From an optimization exercise on the open Yosys and OpenROAD flow, aimed at small area and a short achievable clock period; shortcuts taken in it are not production practice.
Where RTL was checked, it was by simulation tests only, not by an equivalence proof against the original.
Power is estimated from default activity; no workload was simulated.

==> v37: inputs <==
## CPU
module CPU(
    clk,
    rst_n,
    in_valid,
    instruction,
    out_valid,
    instruction_fail,
    out_0,
    out_1,
    out_2,
    out_3,
    out_4,
    out_5
);
==> flow/config.mk <==
export PLATFORM = sky130hd
export DESIGN_NAME = CPU
export DESIGN_NICKNAME = CPU
export VERILOG_FILES = /design/flow/design.v
export SDC_FILE = /design/flow/constraint.sdc
export NUM_CORES = 4
export LEC_CHECK = 0
export CAP_MARGIN = 20
export CORE_MARGIN = 2
export CORE_UTILIZATION = 65
export SETUP_SLACK_MARGIN = 2.3
export SLEW_MARGIN = 20
==> flow/constraint.sdc <==
create_clock -name core_clock -period 4.5 [get_ports {clk}]
set_input_delay 0.9000 -clock core_clock [delete_from_list [all_inputs] [get_ports {clk}]]
set_output_delay 0.9000 -clock core_clock [all_outputs]
set_load 0.01 [all_outputs]
run.sh (not shown) runs the stock make flow with config.mk's settings and CLKGATE_MAP_FILE= SYNTH_SCRIPT=/design/flow/synth_recipe.tcl, a recipe that flattens the netlist after the stock synthesis.
==> v11: changes against v37 <==
--- a/flow/design.v
+++ b/flow/design.v
@@ -1,7 +1,7 @@
-module ks_add #(parameter W = 8, parameter L = 3) (   
+module ks_add #(parameter W = 8, parameter L = 3, parameter GA = 1) (
     input  [W-1:0] a,
     input  [W-1:0] b,
     input          cin,
     output [W-1:0] s,
     output         cout
 );
@@ -11,13 +11,13 @@
     genvar i, l;
     for (i = 0; i < W; i = i + 1) begin : g_in
         assign p0[i] = a[i] ? ~b[i] : b[i];
         if (i == 0) begin : g_c
             assign gg[0][i] = p0[i] ? cin : a[i];
         end else begin : g_n
-            assign gg[0][i] = a[i] & b[i];
+            assign gg[0][i] = GA ? a[i] : (a[i] & b[i]);
         end
         assign pp[0][i] = p0[i];
     end
     for (l = 0; l < L; l = l + 1) begin : g_lv
         for (i = 0; i < W; i = i + 1) begin : g_b
             if (i >= (1 << l)) begin : g_m
@@ -153,26 +153,29 @@
 assign sd[19] = 1'b0;
 assign sd[20] = (sk == 4'd3);
 assign sd[21] = (sk == 4'd2);
 assign sd[22] = 1'b0;
 assign sd[23] = (sk == 4'd1);
 assign sd[24] = 1'b0;
-wire [24:0] ad = 25'd1 << 22;
-wire [15:0] r5_d = m1_d ? ((b0[15] & ~b0[14]) ? neg_a : (~b0[15] & b0[14]) ? a0 : 16'd0) :
-                   add0 ? b0 :
-                   sra0 ? ((sk == 4'd0) ? a0 : 16'd0) :
-                   sll0 ? shl :
-                   (relu0 & a0[15]) ? 16'd0 : a0;
-logic [15:0] a1, r5;
+wire [24:0] ad = 25'd1 << 23;
+wire r5_neg = m1_d & b0[15] & ~b0[14];
+wire r5_a   = (m1_d & ~b0[15] & b0[14]) | (sra0 & (sk == 4'd0)) |
+              (~m1_d & ~add0 & ~sra0 & ~sll0 & ~(relu0 & a0[15]));
+wire r5_b   = add0;
+wire r5_sh  = sll0;
+wire [15:0] r5_d = ({16{r5_neg}} & neg_a) | ({16{r5_a}} & a0) |
+                   ({16{r5_b}} & b0) | ({16{r5_sh}} & shl);
+logic [16:0] a1;
+logic [15:0] r5;
 logic [18:0] t1;
 logic [24:0] dg1;
 logic [2:0]  d1;
 logic        v1, f1;
 always_ff @(posedge clk) begin
-    a1 <= a0;
-    t1 <= m1_d ? tri_a : {a0, 3'b000};
+    a1 <= add0 ? {a0, 1'b0} : {a0[15], a0};
+    t1 <= tri_a;
     r5 <= r5_d;
     dg1 <= m1_d ? gm : sra0 ? sd : add0 ? ad : 25'd0;
     d1 <= d0;
 end
 always_ff @(posedge clk or negedge rst_n) begin
     if (!rst_n) begin
@@ -180,16 +183,16 @@
         f1 <= 1'b0;
     end else begin
         v1 <= v0;
         f1 <= f0;
     end
 end
-wire [18:0] m1x = {{3{a1[15]}}, a1};
-wire [18:0] m2x = {{2{a1[15]}}, a1, 1'b0};
+wire [18:0] m1x = {{2{a1[16]}}, a1};
+wire [18:0] m2x = {a1[16], a1, 1'b0};
 wire [18:0] m3x = t1;
-wire [18:0] m4x = {a1[15], a1, 2'b0};
+wire [18:0] m4x = {a1, 2'b0};
 function automatic [18:0] ppsel(input [4:0] g, input [18:0] x1, input [18:0] x2,
                                 input [18:0] x3, input [18:0] x4);
     ppsel = ({19{g[0]}} & x1) | ({19{g[1]}} & x2) | ({19{g[2]}} & x3) | ({19{g[3]}} & x4);
     ppsel = ppsel ^ {19{g[4]}};
 endfunction
 wire [18:0] pp0 = ppsel(dg1[4:0],   m1x, m2x, m3x, m4x);
@@ -490,13 +493,13 @@
 assign ty[28] = ts222;
 assign tx[29] = tc223;
 assign ty[29] = ts225;
 assign tx[30] = tc226;
 assign ty[30] = ts228;
 wire c9;
-ks_add #(.W(9), .L(4)) u_lo (.a(tx[8:0]), .b(ty[8:0]), .cin(1'b0), .s(), .cout(c9));
+ks_add #(.W(9), .L(4), .GA(0)) u_lo (.a(tx[8:0]), .b(ty[8:0]), .cin(1'b0), .s(), .cout(c9));
 logic [21:0] x2, y2;
 logic        c2;
 logic [2:0]  d2;
 logic        v2, f2;
 always_ff @(posedge clk) begin
     x2 <= tx[30:9];
==> flow/flow/run.sh (new file) <==
#!/bin/bash
# The standard layout, with plain buf_2 cells as the port buffers (the default
# port buffer here is the slower and larger clkdlybuf4s50_1).
set -euo pipefail
bash standard.sh BUFFER_PORTS_ARGS="-buffer_cell sky130_fd_sc_hd__buf_2" finish > run_standard.log 2>&1
==> flow/standard.sh (new file) <==
#!/bin/bash
# synth_recipe.tcl (not shown) runs the flow's synth.tcl, then flattens the netlist and writes it again
# the make line also repeats each setting of config.mk as NAME=value (left out here)
make -C /OpenROAD-flow-scripts/flow DESIGN_CONFIG=/design/flow/config.mk WORK_HOME=/design/flow/orfs CLKGATE_MAP_FILE= SYNTH_SCRIPT=/design/flow/synth_recipe.tcl "${@:-finish}"
CORE_UTILIZATION = 45   (was 65)
SETUP_SLACK_MARGIN = 2.0   (was 2.3)
removed: flow/run.sh
==> v23: changes against v37 <==
--- a/flow/design.v
+++ b/flow/design.v
@@ -1,13 +1,14 @@
-module ks_add #(parameter W = 8, parameter L = 3) (   
+module ks_add #(parameter W = 8) (
     input  [W-1:0] a,
     input  [W-1:0] b,
     input          cin,
     output [W-1:0] s,
     output         cout
 );
+    localparam L = $clog2(W);
     wire [W-1:0] p0;
     wire [W-1:0] gg [0:L];
     wire [W-1:0] pp [0:L];
     genvar i, l;
     for (i = 0; i < W; i = i + 1) begin : g_in
         assign p0[i] = a[i] ? ~b[i] : b[i];
@@ -110,15 +111,15 @@
         f0 <= in_valid & ~supported;
     end
 end
 wire m1_d = mul0 | (lrelu0 & a0[15]);
 wire [18:0] a0x = {{3{a0[15]}}, a0};
 wire [18:0] tri_a;                       
-ks_add #(.W(19), .L(5)) u_tri (.a(a0x), .b({a0x[17:0], 1'b0}), .cin(1'b0), .s(tri_a), .cout());
+ks_add #(.W(19)) u_tri (.a(a0x), .b({a0x[17:0], 1'b0}), .cin(1'b0), .s(tri_a), .cout());
 wire [15:0] neg_a;                       
-ks_add #(.W(16), .L(4)) u_neg (.a(~a0), .b(16'd0), .cin(1'b1), .s(neg_a), .cout());
+ks_add #(.W(16)) u_neg (.a(~a0), .b(16'd0), .cin(1'b1), .s(neg_a), .cout());
 wire [15:0] shl = (sh0[4]) ? 16'd0 : (a0 << sh0[3:0]);
 function automatic [4:0] booth8(input [3:0] g);
     logic [2:0] c;
     c = g[2:0] ^ {3{g[3]}};
     booth8[0] = ~c[2] & (c[1] ^ c[0]);
     booth8[1] = (~c[2] & c[1] & c[0]) | (c[2] & ~c[1] & ~c[0]);
@@ -490,13 +491,13 @@
 assign ty[28] = ts222;
 assign tx[29] = tc223;
 assign ty[29] = ts225;
 assign tx[30] = tc226;
 assign ty[30] = ts228;
 wire c9;
-ks_add #(.W(9), .L(4)) u_lo (.a(tx[8:0]), .b(ty[8:0]), .cin(1'b0), .s(), .cout(c9));
+ks_add #(.W(9)) u_lo (.a(tx[8:0]), .b(ty[8:0]), .cin(1'b0), .s(), .cout(c9));
 logic [21:0] x2, y2;
 logic        c2;
 logic [2:0]  d2;
 logic        v2, f2;
 always_ff @(posedge clk) begin
     x2 <= tx[30:9];
@@ -511,13 +512,13 @@
     end else begin
         v2 <= v1;
         f2 <= f1;
     end
 end
 wire [21:0] sum3;
-ks_add #(.W(22), .L(5)) u_fin (.a(x2), .b(y2), .cin(c2), .s(sum3), .cout());
+ks_add #(.W(22)) u_fin (.a(x2), .b(y2), .cin(c2), .s(sum3), .cout());
 wire [15:0] wb = sum3[21:6];
 wire [15:0] wd = v2 ? wb : 16'd0;
 wire [5:0] we;
 assign we[0] = ~v2 | (~f2 & ~d2[2] & ~d2[1] &  d2[0]);
 assign we[1] = ~v2 | (~f2 & ~d2[2] &  d2[1] & ~d2[0]);
 assign we[2] = ~v2 | (~f2 &  d2[2] & ~d2[1]);
CORE_UTILIZATION = 40   (was 65)
SETUP_SLACK_MARGIN = 2.0   (was 2.3)
==> qor summary <==
|  | v37 | v23 | v11 |
|---|---|---|---|
| Result of the run | stopped before the end | finished clean | finished clean |
| Stage where the flow stopped | 5_1_grt | - | - |
| Worst R2R Start | - | dg1[3] | x2[6] |
| Tapcell Cnt | - | 600 | 518 |
| X dimension of the die | 171 um | 217 um | 203 um |
| Most area-hungry cell class in the final design | - | multi-input gates | multi-input gates |
| Non-clock buffer share | - | 9.07% | 7.39% |
| Max layer used | - | met4 | met5 |
| CP Data Arrival Time | - | 2970 ps | 3030 ps |
| Count of inserted antenna diode cells | - | 0 | 0 |
| Launching element type of the critical path | - | flop | flop |
| Num sequential | - | 276 | 276 |
| Largest Pwr Group | - | combinational logic | registers |
| Power dissipated in combinational cells | - | 4.92 mW | 2.67 mW |
| Pins Over Slew Limit | - | 0 | 0 |
| Net count after synthesis | 2151 | 2151 | 2052 |
| Layout cells sized above 1 | - | 21.3% | 27.5% |
| Final clock skew | - | 10.8 ps | 22.1 ps |
| Count of antenna-violating nets left after detailed routing | - | 0 | 0 |
| WL met3 | - | 4420 um | 5530 um |
| FMAX | - | 0.396 GHz | 0.392 GHz |
| Clock edge transition at the registers on the reported setup and hold paths | - | 60 ps | 60 ps |
| Die area | - | 0.0471 mm2 | 0.0412 mm2 |
| Post-cts repair resize count | 479 | 161 | 173 |
| Startpoint-to-endpoint class of the critical path | - | flop to flop | flop to flop |
| P&R area growth vs syn | - | 24.3% | 21.9% |
| Inverters, non-clock | - | 47 | 38 |
| Routed wire length | - | 63200 um | 62500 um |
The RTL of v23 was laid out without a check of its function.

-- what the ideal ports hide --
The flow's constraints put no driver on any port. The routed layouts listed below were extracted and timed again, unchanged, in two steps.
Step 1: set_driving_cell puts a clkbuf_16 on clk and a buf_2 on each other input, an assumption about the parent block.
Step 2 adds t to the input delays and takes it off the output delays; t is the mean of the earliest and latest rising clock arrival at the registers after step 1. Input paths then give back, and output paths get back, about the clock's delay inside the block.
a / b / c = ideal / step 1 / step 2; a / b = the first two.
run	t (ns)	slack for setup (ns)	hold slack, ns
v11	0.645	1.947 / 1.947 / 1.516	0.328 / 0.301 / 0.328
v23	0.619	1.975 / 1.966 / 1.538	0.323 / 0.323 / 0.323
After both steps setup and hold are still met in every run listed. For v23, which loses most, drivers alone change the setup slack by -0.009 ns; drivers and shift together by -0.437 ns.
